This design comes from an exercise in tuning for small area, a short achievable clock period and few clock cycles on the open sky130 flow, not from production work. Function was checked by simulation only, so behaviour that the tests miss may differ from the original.

Setup of v6:
// sha_top
module sha_top
(
  input                 clk,
  input                 rst,
  input  logic [32-1:0] stop_sig,
  input  logic [8-1:0]  datain,
  output logic [32-1:0] st_tra,
  output logic          FINISH_FLAG,
  output logic [255:0]  hash
);
Size: about 4,800 cells after synthesis, about 1,200 flip-flops.
==> flow/config.mk <==
export PLATFORM = sky130hd
export DESIGN_NAME = sha_top
export DESIGN_NICKNAME = sha_top
export VERILOG_FILES = /design/flow/design.v
export SDC_FILE = /design/flow/constraint.sdc
export NUM_CORES = 4
export LEC_CHECK = 0
export CAP_MARGIN = 20
export CORE_MARGIN = 2
export CORE_UTILIZATION = 60
export PLACE_DENSITY = 0.75
export SLEW_MARGIN = 20
==> flow/constraint.sdc <==
create_clock -name core_clock -period 13.0 [get_ports {clk}]
set_input_delay 2.6000 -clock core_clock [delete_from_list [all_inputs] [get_ports {clk}]]
set_output_delay 2.6000 -clock core_clock [all_outputs]
set_load 0.01 [all_outputs]
standard.sh (not shown) runs the stock make flow with config.mk's settings and CLKGATE_MAP_FILE= SYNTH_SCRIPT=/design/flow/synth_recipe.tcl, a recipe that flattens the netlist after the stock synthesis.
==> flow/flow/run.sh <==
#!/bin/bash
# Standard ORFS layout, with timing repair aimed at a setup slack margin of 8.5 ns
# (the clock period and constraints are unchanged).
set -euo pipefail
bash standard.sh SETUP_SLACK_MARGIN=8.5 finish > standard_flow.log 2>&1
Looking at the reports, v6 completed the entire flow and the layout it produced met the timing, DRC and antenna checks.
Testbench counts of v6, summed over its fixed seeds: cycles 63,502.
> inputs changed (v6 -> v7)
- swapping 60 for 45 in CORE_UTILIZATION
- swapping 0.75 for 0.6 in PLACE_DENSITY
Notes after the runs:
Capturing instance or port of the critical path: a[24] -> v7, win[29] -> v6
Re core utilization: v6 was higher than v7.
Looking at worst setup slack across v7 and v6, the one that comes out lower is v6.
Per the comparison of v7 with v6, height of the chip increased 15%, met1 routing resource usage after global routing now sits lower, final cycle utilization of the critical path fell 0.66 points, endpoint arrival time on the critical path has decreased.

trial 69:
The RTL this note starts from:
==> flow/design.v <==
module sha_top
(
  input                 clk,
  input                 rst,
  input  logic [32-1:0] stop_sig,
  input  logic [8-1:0]  datain,
  output logic [32-1:0] st_tra,
  output logic          FINISH_FLAG,
  output logic [255:0]  hash
);
function automatic logic [31:0] k(input logic [5:0] n);
  case (n)
    6'd0: k = 32'h428a2f98;
    6'd1: k = 32'h71374491;
    6'd2: k = 32'hb5c0fbcf;
    6'd3: k = 32'he9b5dba5;
    6'd4: k = 32'h3956c25b;
    6'd5: k = 32'h59f111f1;
    6'd6: k = 32'h923f82a4;
    6'd7: k = 32'hab1c5ed5;
    6'd8: k = 32'hd807aa98;
    6'd9: k = 32'h12835b01;
    6'd10: k = 32'h243185be;
    6'd11: k = 32'h550c7dc3;
    6'd12: k = 32'h72be5d74;
    6'd13: k = 32'h80deb1fe;
    6'd14: k = 32'h9bdc06a7;
    6'd15: k = 32'hc19bf174;
    6'd16: k = 32'he49b69c1;
    6'd17: k = 32'hefbe4786;
    6'd18: k = 32'h0fc19dc6;
    6'd19: k = 32'h240ca1cc;
    6'd20: k = 32'h2de92c6f;
    6'd21: k = 32'h4a7484aa;
    6'd22: k = 32'h5cb0a9dc;
    6'd23: k = 32'h76f988da;
    6'd24: k = 32'h983e5152;
    6'd25: k = 32'ha831c66d;
    6'd26: k = 32'hb00327c8;
    6'd27: k = 32'hbf597fc7;
    6'd28: k = 32'hc6e00bf3;
    6'd29: k = 32'hd5a79147;
    6'd30: k = 32'h06ca6351;
    6'd31: k = 32'h14292967;
    6'd32: k = 32'h27b70a85;
    6'd33: k = 32'h2e1b2138;
    6'd34: k = 32'h4d2c6dfc;
    6'd35: k = 32'h53380d13;
    6'd36: k = 32'h650a7354;
    6'd37: k = 32'h766a0abb;
    6'd38: k = 32'h81c2c92e;
    6'd39: k = 32'h92722c85;
    6'd40: k = 32'ha2bfe8a1;
    6'd41: k = 32'ha81a664b;
    6'd42: k = 32'hc24b8b70;
    6'd43: k = 32'hc76c51a3;
    6'd44: k = 32'hd192e819;
    6'd45: k = 32'hd6990624;
    6'd46: k = 32'hf40e3585;
    6'd47: k = 32'h106aa070;
    6'd48: k = 32'h19a4c116;
    6'd49: k = 32'h1e376c08;
    6'd50: k = 32'h2748774c;
    6'd51: k = 32'h34b0bcb5;
    6'd52: k = 32'h391c0cb3;
    6'd53: k = 32'h4ed8aa4a;
    6'd54: k = 32'h5b9cca4f;
    6'd55: k = 32'h682e6ff3;
    6'd56: k = 32'h748f82ee;
    6'd57: k = 32'h78a5636f;
    6'd58: k = 32'h84c87814;
    6'd59: k = 32'h8cc70208;
    6'd60: k = 32'h90befffa;
    6'd61: k = 32'ha4506ceb;
    6'd62: k = 32'hbef9a3f7;
    6'd63: k = 32'hc67178f2;
    default: k = 32'h0;
  endcase
endfunction
function automatic logic [63:0] csa(input logic [31:0] x, input logic [31:0] y, input logic [31:0] z);
  logic [31:0] s, c;
  s = x ^ y ^ z;
  c = (x & y) | (x & z) | (y & z);
  csa = {s, c[30:0], 1'b0};
endfunction
logic       in_byte, in_fin;
logic [7:0] in_data;
always_ff @(posedge clk) begin
  if (rst) begin
    in_byte <= 1'b0;
    in_fin  <= 1'b0;
  end else begin
    in_byte <= (stop_sig == 32'd0);
    in_fin  <= (stop_sig == 32'd2);
  end
  in_data <= datain;
end
logic [60:0] cnt;         
logic [23:0] wbuf;        
logic        padm;        
logic        pwdone;      
logic        nolen;       
logic        final_blk;   
logic        padding;
logic        src_valid;
logic [31:0] src_word;
logic [31:0] padword;
assign padding = padm | in_fin;
always_comb begin
  case (cnt[1:0])
    2'd0: padword = 32'h8000_0000;
    2'd1: padword = {wbuf[7:0], 24'h80_0000};
    2'd2: padword = {wbuf[15:0], 16'h8000};
    default: padword = {wbuf[23:0], 8'h80};
  endcase
end
logic [5:0]  t0;           
logic [0:15][31:0] win;    
logic        blk_busy;     
logic        fin_act;      
logic [1:0]  fin_cnt;
logic        init;         
logic        acc;          
logic        v1, l1, v2, l2;
logic [5:0]  kidx;
logic [31:0] p, q;
logic [31:0] a, b, c, d, e, f, g, h;
logic [0:3][31:0] ha, he;  
logic        fin_last;
logic        s0_adv;
logic [31:0] wnew, wsched;
assign fin_last = fin_act & (fin_cnt == 2'd3);
always_comb begin
  if (!padding) begin
    src_valid = in_byte & (cnt[1:0] == 2'd3);
    src_word  = {wbuf, in_data};
  end else begin
    src_valid = !final_blk;
    if (!pwdone)                              src_word = padword;
    else if (t0[3:0] == 4'd14 && !nolen)      src_word = cnt[60:29];
    else if (t0[3:0] == 4'd15 && !nolen)      src_word = {cnt[28:0], 3'b000};
    else                                      src_word = 32'd0;
  end
end
logic [31:0] sg0, sg1;
logic [63:0] ws1, ws2;
assign sg0 = {win[1][6:0], win[1][31:7]} ^ {win[1][17:0], win[1][31:18]} ^ {3'b000, win[1][31:3]};
assign sg1 = {win[14][16:0], win[14][31:17]} ^ {win[14][18:0], win[14][31:19]} ^ {10'b0, win[14][31:10]};
assign ws1 = csa(win[0], win[9], sg0);
assign ws2 = csa(ws1[63:32], ws1[31:0], sg1);
assign wsched = ws2[63:32] + ws2[31:0];
assign s0_adv = t0[5] | t0[4] |
                (src_valid & ((t0 != 6'd0) | !blk_busy | fin_last));
assign wnew = (t0[5] | t0[4]) ? wsched : src_word;
logic [31:0] hsel, dsel, kv;
logic [63:0] ps1, qs2;
assign hsel = v2 ? g : h;
assign dsel = v2 ? c : d;
assign kv   = k(kidx);
assign ps1  = csa(win[15], kv, hsel);
assign qs2  = csa(ps1[63:32], ps1[31:0], dsel);
logic [31:0] bs1, bs0, ch, maj, anew, enew;
logic [63:0] ac1, ac2, ac3, ec1;
assign bs1 = {e[5:0], e[31:6]} ^ {e[10:0], e[31:11]} ^ {e[24:0], e[31:25]};
assign bs0 = {a[1:0], a[31:2]} ^ {a[12:0], a[31:13]} ^ {a[21:0], a[31:22]};
assign ch  = (e & f) ^ (~e & g);
assign maj = (a & b) ^ (a & c) ^ (b & c);
assign ec1 = csa(q, bs1, ch);
assign enew = ec1[63:32] + ec1[31:0];
assign ac1 = csa(p, ch, maj);
assign ac2 = csa(ac1[63:32], bs1, bs0);
assign ac3 = csa(ac1[31:0], ac2[63:32], ac2[31:0]);
assign anew = ac3[63:32] + ac3[31:0];
logic [31:0] suma, sume;
assign suma = ha[0] + (init ? 32'd0 : d);
assign sume = he[0] + (init ? 32'd0 : h);
always_ff @(posedge clk) begin
  if (rst) begin
    cnt       <= '0;
    padm      <= 1'b0;
    pwdone    <= 1'b0;
    nolen     <= 1'b0;
    final_blk <= 1'b0;
    t0        <= 6'd0;
    blk_busy  <= 1'b1;
    fin_act   <= 1'b1;
    fin_cnt   <= 2'd0;
    init      <= 1'b1;
    acc       <= 1'b0;
    v1 <= 1'b0; l1 <= 1'b0; v2 <= 1'b0; l2 <= 1'b0;
    FINISH_FLAG <= 1'b0;
    ha <= {32'ha54ff53a, 32'h3c6ef372, 32'hbb67ae85, 32'h6a09e667};
    he <= {32'h5be0cd19, 32'h1f83d9ab, 32'h9b05688c, 32'h510e527f};
  end else begin
    if (in_byte) begin
      cnt  <= cnt + 61'd1;
      acc  <= 1'b0;
    end
    if (in_fin) padm <= 1'b1;
    if (s0_adv) begin
      t0 <= t0 + 6'd1;
      if (t0 == 6'd63) begin
        blk_busy <= 1'b1;
        acc      <= 1'b1;
        nolen    <= 1'b0;
      end
      if (padding && !(t0[5] | t0[4])) begin
        if (!pwdone) begin
          pwdone <= 1'b1;
          if (t0[3:1] == 3'b111) nolen <= 1'b1;
        end else if (t0[3:0] == 4'd15 && !nolen) begin
          final_blk <= 1'b1;
        end
      end
    end
    v1 <= s0_adv;
    l1 <= s0_adv & (t0 == 6'd63);
    v2 <= v1;
    l2 <= l1;
    if (v2 & l2) begin
      fin_act <= 1'b1;
      fin_cnt <= 2'd0;
    end else if (fin_act) begin
      fin_cnt <= fin_cnt + 2'd1;
      if (fin_last) begin
        fin_act  <= 1'b0;
        init     <= 1'b0;
        blk_busy <= 1'b0;
        if (final_blk) FINISH_FLAG <= 1'b1;
      end
    end
    if (fin_act) begin
      ha <= {ha[1], ha[2], ha[3], suma};
      he <= {he[1], he[2], he[3], sume};
    end
  end
end
always_ff @(posedge clk) begin
  if (in_byte) wbuf <= {wbuf[15:0], in_data};
  if (s0_adv) win <= {win[1:15], wnew};
  kidx <= t0;
  p <= ps1[63:32] + ps1[31:0];
  q <= qs2[63:32] + qs2[31:0];
  if (v2) begin
    a <= anew; b <= a; c <= b; d <= c;
    e <= enew; f <= e; g <= f; h <= g;
  end else if (fin_act) begin
    a <= suma; b <= a; c <= b; d <= c;
    e <= sume; f <= e; g <= f; h <= g;
  end
end
assign st_tra = {30'd0, acc, acc};
assign hash = {ha[3], ha[2], ha[1], ha[0], he[3], he[2], he[1], he[0]};
endmodule
==> flow/config.mk <==
export PLATFORM = sky130hd
export DESIGN_NAME = sha_top
export DESIGN_NICKNAME = sha_top
export VERILOG_FILES = /design/flow/design.v
export SDC_FILE = /design/flow/constraint.sdc
export NUM_CORES = 4
export LEC_CHECK = 0
export CAP_MARGIN = 20
export CORE_MARGIN = 2
export CORE_UTILIZATION = 45
export PLACE_DENSITY = 0.6
export SLEW_MARGIN = 20
==> flow/constraint.sdc <==
create_clock -name core_clock -period 13.0 [get_ports {clk}]
set_input_delay 2.6000 -clock core_clock [delete_from_list [all_inputs] [get_ports {clk}]]
set_output_delay 2.6000 -clock core_clock [all_outputs]
set_load 0.01 [all_outputs]
==> flow/flow/run.sh <==
#!/bin/bash
# Standard ORFS layout, with timing repair aimed at a setup slack margin of 7 ns
# (the clock period and constraints are unchanged).
set -euo pipefail
bash standard.sh SETUP_SLACK_MARGIN=7 finish > standard_flow.log 2>&1
Testbench counts of trial 69, summed over its fixed seeds: cycles 63,908.
## Diff of input files: build 9 against trial 69
==> flow/flow/run.sh <==
#!/bin/bash
# Standard ORFS layout, with timing repair aimed at a setup slack margin of 8.5 ns
# (the clock period and constraints are unchanged).
set -euo pipefail
bash standard.sh SETUP_SLACK_MARGIN=8.5 finish > standard_flow.log 2>&1
==> run notes <==
Build 9: all stages complete, timing, DRC and antenna checks passed. The met3 layer usage reported by global route was comparable across trial 69 and build 9. The multi-input gate share of total cell area number comes out lower for trial 69 vs build 9. The higher clock buffer instance count of the final layout came out of build 9. Final wirelength went up by a few percent going from trial 69 to build 9.

what the ideal ports hide:
The flow's constraints put no driver on any port. The routed layouts listed below were extracted and timed again, unchanged, in two steps. Step 1: set_driving_cell puts a clkbuf_16 on clk and a buf_2 on each other input, an assumption about the parent block. Step 2 also shifts input and output timing later by t, the mid clock arrival at the registers, as if the neighbouring blocks saw the same clock. a / b / c = ideal ports / drivers / drivers and shift; a / b = the first two.
run | t, ns | setup WS [ns] | worst setup path after step 2 | latest minus earliest clock arrival (ns)
v6 | 0.817 | 8.053 / 8.053 / 8.053 | register to register | 0.031 / 0.030
v7 | 0.847 | 8.138 / 8.138 / 8.138 | register to register | 0.031 / 0.031
trial 69 | 0.847 | 7.268 / 7.268 / 7.268 | register to register | 0.064 / 0.063
build 9 | 0.865 | 8.308 / 8.308 / 7.916 | input to register | 0.070 / 0.070
After both steps every run listed still meets setup and hold. For build 9, which loses most, drivers alone change the setup slack by 0.000 ns; drivers and shift together by -0.392 ns.
